What follows belongs to an exercise in optimizing a design on an open flow for small area, a short achievable clock period and few clock cycles; a production flow would make more cautious choices. In this exercise RTL edits were held to simulation tests only and were not proved equivalent to the original.

## flow/design.v (module list and top-level ports; edited modules follow where they fit)
// module EC_TOP: 4138 lines
// module g_a21boi: 5 lines
// module g_a21o: 5 lines
// module g_a21oi: 5 lines
// module g_a221o: 5 lines
// module g_a221oi: 5 lines
// module g_a22o: 5 lines
// module g_a22oi: 5 lines
// module g_a31oi: 5 lines
// module g_a32oi: 5 lines
// module g_and2: 5 lines
// module g_clkinv: 5 lines
// module g_inv: 5 lines
// module g_maj3: 5 lines
// module g_nand2: 5 lines
// module g_nand3: 5 lines
// module g_nand3b: 5 lines
// module g_nand4: 5 lines
// module g_nor2: 5 lines
// module g_nor3: 5 lines
// module g_nor4: 5 lines
// module g_o211ai: 5 lines
// module g_o21a: 5 lines
// module g_o21ai: 5 lines
// module g_o21bai: 5 lines
// module g_o221a: 5 lines
// module g_o221ai: 5 lines
// module g_o22ai: 5 lines
// module g_o311ai: 5 lines
// module g_o31ai: 5 lines
// module g_o41ai: 5 lines
// module g_or2: 5 lines
// module g_xnor2: 5 lines
// module g_xor2: 5 lines
module EC_TOP(clk, rst_n, in_valid, in_Px, in_Py, in_Qx, in_Qy, in_prime, in_a, out_valid, out_Rx, out_Ry);
  // ...
==> flow/run.sh <==
#!/bin/bash
# synth_recipe.tcl (not shown) runs the flow's synth.tcl, then flattens the netlist and writes it again
# the make line also repeats each setting of config.mk as NAME=value (left out here)
make -C /OpenROAD-flow-scripts/flow DESIGN_CONFIG=/design/flow/config.mk WORK_HOME=/design/flow/orfs CLKGATE_MAP_FILE= SYNTH_SCRIPT=/design/flow/synth_recipe.tcl finish
==> flow/config.mk <==
export PLATFORM = sky130hd
export DESIGN_NAME = EC_TOP
export DESIGN_NICKNAME = EC_TOP
export VERILOG_FILES = /design/flow/design.v
export SDC_FILE = /design/flow/constraint.sdc
export NUM_CORES = 4
export LEC_CHECK = 0
export CAP_MARGIN = 20
export CORE_MARGIN = 2
export CORE_UTILIZATION = 65
export PLACE_DENSITY = 0.8
export SLEW_MARGIN = 20
export SYNTH_HIERARCHICAL = 1
export SYNTH_MINIMUM_KEEP_SIZE = 0
==> flow/constraint.sdc <==
create_clock -name core_clock -period 160.0 [get_ports {clk}]
set_input_delay 32.0000 -clock core_clock [delete_from_list [all_inputs] [get_ports {clk}]]
set_output_delay 32.0000 -clock core_clock [all_outputs]
set_load 0.01 [all_outputs]
==> Implementation_results.wiki, run 1 <==
{| class="wikitable"
! Metric !! Value
|-
| Status || timing/DRC/antenna clean
|-
| Number of unique standard cell types used by synthesis || 34
|-
| Area taken by flip-flops and latches || ~900 µm²
|-
| First-pass detailed-route iteration total || 6
|-
| Number of input and output port buffers inserted || 51
|-
| Total Nets Final || about 4.1k
|-
| DP Wirelength || roughly 42000 µm
|-
| Critical path data required time || roughly 130 ns
|-
| Min-delay worst type || in2async
|-
| Die footprint || 30400 µm²
|-
| Area taken by multi-input logic gates || 15900 µm²
|-
| Leading cell types by count after synthesis || sky130_fd_sc_hd__nand2_1 (1833), sky130_fd_sc_hd__nand3_1 (572), sky130_fd_sc_hd__inv_1 (547), sky130_fd_sc_hd__nor2_1 (263), sky130_fd_sc_hd__o21ai_1 (225)
|-
| Final core utilization || 70.3%
|-
| Fraction of area in registers || 4.40%
|-
| Fraction of area in multi-input gates || 79.0%
|-
| GR Overflow Total || 0
|-
| Number of enable flip-flop cells after synthesis || 0
|-
| Biggest register || st_r
|-
| Synthesized-area fraction occupied by ao, oa, aoi and oai cells || 14.0%
|-
| Total wirelength of the detailed-routed design || 54100 µm
|-
| Multi-In Gates || between 3k and 4k
|-
| Cell repeated most along the worst path || sky130_fd_sc_hd__nand2_1
|-
| Share of the yosys chip area belonging to registers || 4.70%
|-
| Post-Syn Nets || 4008
|-
| Wire length of the first global-routing pass || roughly 91000 µm
|-
| Area of the core || ~29000 µm²
|}
Testbench counts, summed over its fixed seeds: cycles 1,608.
==> run 2: changes to the inputs <==
--- a/flow/config.mk
+++ b/flow/config.mk
@@ -7,8 +7,7 @@
 export LEC_CHECK = 0
 export CAP_MARGIN = 20
 export CORE_MARGIN = 2
-export CORE_UTILIZATION = 65
-export PLACE_DENSITY = 0.8
+export CORE_UTILIZATION = 55
 export SLEW_MARGIN = 20
 export SYNTH_HIERARCHICAL = 1
 export SYNTH_MINIMUM_KEEP_SIZE = 0
==> Implementation_results.wiki, run 2 <==
{| class="wikitable"
! Metric !! Value
|-
| Highest-delay cell along the critical path || sky130_fd_sc_hd__clkdlybuf4s50_1 (unchanged)
|-
| Library cell with the largest summed area after synthesis || sky130_fd_sc_hd__nand2_1 (unchanged)
|-
| Commonest cells after routing, fill and taps aside || sky130_fd_sc_hd__nand2_1 (1833), sky130_fd_sc_hd__nand3_1 (572), sky130_fd_sc_hd__inv_1 (547) (unchanged)
|-
| Synthesized-area fraction occupied by ao, oa, aoi and oai cells || 14.0% (unchanged)
|-
| Area share of the largest cell type after synthesis || 36.5% (unchanged)
|-
| Routing usage on met2 || 53.0% (was 60.3%)
|-
| Global routing met1 resource utilization || 41.5% (was 45.5%)
|-
| Slew headroom || 29.9% (was 33.1%)
|-
| Biggest registers after layout || st_r x18, cx_r x7 (unchanged)
|-
| Leading cell types by count after synthesis || sky130_fd_sc_hd__nand2_1 (1833), sky130_fd_sc_hd__nand3_1 (572), sky130_fd_sc_hd__inv_1 (547), sky130_fd_sc_hd__nor2_1 (263), sky130_fd_sc_hd__o21ai_1 (225) (unchanged)
|-
| Placement Setup Slack || 100.88 ns (was 100.79 ns)
|-
| Avg Cell Area, Syn || 4.75 µm² (unchanged)
|-
| Share of the yosys chip area belonging to registers || 4.70% (unchanged)
|-
| Kind of critical path || reg2out (unchanged)
|-
| Clock transition at the register clock pins on the worst setup and hold paths after CTS || 0.07 ns (about the same)
|-
| Critical path data required time || 128.00 ns (about the same)
|-
| Pin count of the biggest net entering global routing || 41 (unchanged)
|-
| Min-delay worst type || in2async (unchanged)
|-
| Largest cells by area after synthesis || sky130_fd_sc_hd__nand2_1 (37%), sky130_fd_sc_hd__nand3_1 (15%), sky130_fd_sc_hd__inv_1 (11%) (unchanged)
|-
| Final number of max-transition violations || 0 (unchanged)
|-
| Dominant synthesized flop cell || sky130_fd_sc_hd__dfxtp_1 (unchanged)
|-
| Via density per instance || 5.20 (was 5.37)
|-
| Count of buffer and inverter cells on the critical path || 11 (was 10)
|-
| Clock buffers created by TritonCTS || 5 (unchanged)
|-
| Number of flip-flops under the largest register name || 18 (unchanged)
|-
| Final period util || 37.4% (was 37.5%)
|-
| RD Place Congestion || 0.917 (was 0.964)
|-
| First-pass detailed-route iteration total || 5 (was 6)
|-
| Wire length of the first global-routing pass || 94400 µm (was 90800 µm)
|-
| Largest family of logic cells by synthesized area || simple AND/OR/NAND/NOR gates (unchanged)
|-
| Cell repeated most along the worst path || sky130_fd_sc_hd__nand2_1 (unchanged)
|-
| Max Fclk || 16.7 MHz (about the same)
|-
| Initial antenna violation count || 3 (was 0)
|-
| Number of sinks driven by the clock tree || 44 (unchanged)
|-
| Number of ports placed on the die boundary || 52 (unchanged)
|-
| Post-synthesis xor/xnor area fraction || 8.69% (unchanged)
|-
| DP Wirelength || 44300 µm (was 42200 µm)
|-
| Slowest cell delay on critical path || 0.53 ns (about the same)
|-
| Post-CTS setup buffers || 0 (unchanged)
|-
| Die footprint || 35800 µm² (was 30400 µm²)
|-
| Level count of the clock H-tree || 2 (unchanged)
|-
| Total GRT Usage || 31.4% (was 34.7%)
|-
| Crit-path max FO || 20 (unchanged)
|-
| Post-cts hold buffer count || 0 (unchanged)
|-
| Mux cell area share after synthesis || 0% (unchanged)
|-
| Critical path data arrival time || 27.81 ns (was 28.01 ns)
|-
| Starting Density || 56.1% (was 65.8%)
|-
| Total number of yosys warnings || 7 (unchanged)
|-
| Grt peak-use layer || met2 (unchanged)
|-
| Cell area after synthesis || 18800 µm² (unchanged)
|-
| # placed instances || 4489 (was 4424)
|-
| Adder and majority cell fraction of the synthesized area || 0.179% (unchanged)
|-
| Total negative setup slack || 0 ns (unchanged)
|-
| Count of endpoints failing setup in the final report || 0 (unchanged)
|-
| Number of filler instances in the final layout || 3651 (was 2910)
|-
| Minimum period implied by the final worst setup slack || 59.82 ns (was 60.01 ns)
|-
| Worst path setup slack after routing || 100.19 ns (was 99.99 ns)
|-
| Flop and latch count out of synthesis || 44 (unchanged)
|-
| Startpoint Class || flip-flop (unchanged)
|-
| Pin slew with the least headroom to its limit || 1.04 ns (was 0.997 ns)
|-
| GR Overflow Total || 0 (unchanged)
|-
| Horizontal extent of the die || 189 µm (was 174 µm)
|-
| Number of enable flip-flop cells after synthesis || 0 (unchanged)
|-
| Most frequent standard cell in the layout excluding fill and tap cells || sky130_fd_sc_hd__nand2_1 (unchanged)
|-
| Critical path startpoint || st_r[18] (unchanged)
|-
| Grt met3 use || 2.48% (was 2.01%)
|-
| Area of the core || 33600 µm² (was 28600 µm²)
|-
| Initial DRC Count || 1585 (was 1829)
|-
| Nature of the critical path endpoint || primary output (unchanged)
|-
| RSZ-0062 raised after global routing || no (unchanged)
|-
| DIE HEIGHT || 189 µm (was 174 µm)
|-
| Number of hold violations in the final report || 0 (unchanged)
|-
| Post-route ant nets || 0 (unchanged)
|-
| Status || timing/DRC/antenna clean (unchanged)
|-
| Synthesized instance count || 3969 (unchanged)
|-
| Routed vias || 23.4k (was 23.8k)
|-
| Number of input and output port buffers inserted || 51 (unchanged)
|-
| Row count || 67 (was 62)
|-
| Cell family with the largest share of critical-path delay || simple AND/OR/NAND/NOR gates (unchanged)
|-
| Share of synthesized registers carrying an async set or reset || 2.27% (unchanged)
|-
| Maximum buffer depth of the clock tree || 2 (unchanged)
|-
| Most numerous cell in the Yosys netlist || sky130_fd_sc_hd__nand2_1 (unchanged)
|-
| Simple-gate area share of the yosys netlist || 61.5% (unchanged)
|-
| Number of resized instances in the post-cts repair step || 0 (unchanged)
|-
| Number of max-cap violations || 0 (unchanged)
|-
| WL per Instance || 12.5 µm (was 12.2 µm)
|-
| Clock tree from TritonCTS || done (unchanged)
|-
| Number of cells in the finished layout apart from fillers || 4499 (was 4432)
|-
| Via count of the first global-routing pass || 20.4k (was 20.1k)
|-
| Total wirelength of the detailed-routed design || 56400 µm (was 54100 µm)
|-
| # DRC || 0 (unchanged)
|-
| Total Nets Final || 4087 (was 4086)
|-
| Post-Syn Nets || 4008 (unchanged)
|-
| Share of cells above drive strength 1 || 3.75% (was 3.71%)
|-
| Synth-to-layout area growth || 7.46% (was 6.85%)
|-
| Cell at the root of the clock tree || sky130_fd_sc_hd__clkbuf_16 (unchanged)
|-
| Biggest register || st_r (unchanged)
|-
| Number of unique standard cell types used by synthesis || 34 (unchanged)
|}
## run 2: per-module statistics from Yosys, one instance, submodules excluded, a selection
module   flops+latches  times used  cells inside  area, µm²
g_a22oi              0           2             1       12.5
g_nor3               0          10             1       10.0
g_xor2               0         129             1       8.76
g_a32oi              0           2             1       8.76
g_nand4              0          30             1       6.26
g_o21ai              0         225             1       5.00
## run 2: through the flow
step	hold slack [ns]	utilization (%)	cell area (µm²)
CTS	31.82	60.2	20200
floorplan	31.70	-	18800
global route	31.83	60.2	20200
global placement	32.15	59.7	20100
detailed placement	32.15	59.7	20100
finish	31.83	60.2	20200
## run 2: worst max path at each step
stage                end  slack (ns)  cells after the start
3_3_place_gp   out_Ry[3]      101.01                    199
5_1_grt        out_Ry[3]       96.47                    203
2_1_floorplan  out_Ry[3]      104.79                    196
6_report       out_Ry[3]      100.19                    199
3_5_place_dp   out_Ry[3]      100.88                    199
4_1_cts        out_Ry[3]      100.42                    199
## run 2: cell type report
class	count	area (µm²)	share of cell area, %
Tap cell	448	561	2.77
Inverter	547	2050	10.1
Sequential cell	44	886	4.37
Timing Repair Buffer	72	663	3.28
Antenna cell	2	5.00	0.0247
Clock inverter	2	38.8	0.192
Multi-Input combinational cell	3378	15900	78.5
Clock buffer	6	139	0.686
## run 2: kinds of logic (layout without fill, tap and decap cells)
kind of cell | count (synthesis) | count (layout)
xor gates and xnor gates | 187 | 187
adders and majority gates | 3 | 3
buffers and inverters | 547 | 627
DFF | 44 | 44
and+or+nand+nor | 2794 | 2794
AOI/OAI and AO/OA | 394 | 394
other | 0 | 2
## run 2: per-layer routing
| metal | share of wire [%] | vias up |
|---|---|---|
| met5 | 0 | - |
| met4 | 3.4 | 0 |
| met3 | 5.2 | 109 |
| met2 | 44 | 569 |
| met1 | 48 | 9935 |
| li1 | - | 12800 |

==> afterwards: timing with drivers on the ports <==
In the flow no input, the clock included, has a driving cell. The finished layouts below were timed again as built, in two steps.
Step 1 assumes that a clkbuf_16 drives the clock port and a buf_2 every other input.
Step 2, shift: input delay + t, output delay - t, t = (earliest + latest rising clock arrival at the registers) / 2. This alone moves slack from input paths to output paths.
Slacks: ideal / step 1 / step 2; pairs: ideal / step 1.
| run | t (ns) | slack for setup (ns) | hold slack, ns | latest minus earliest clock arrival (ns) | pins driven straight from the clock port |
|---|---|---|---|---|---|
| run 1 | 0.343 | 99.987 / 99.945 / 100.287 | 31.843 / 31.826 / 32.169 | 0.014 / 0.013 | 1 |
| run 2 | 0.353 | 100.185 / 100.137 / 100.490 | 31.829 / 31.806 / 32.159 | 0.006 / 0.006 | 1 |
After both steps setup and hold are still met in every run listed.
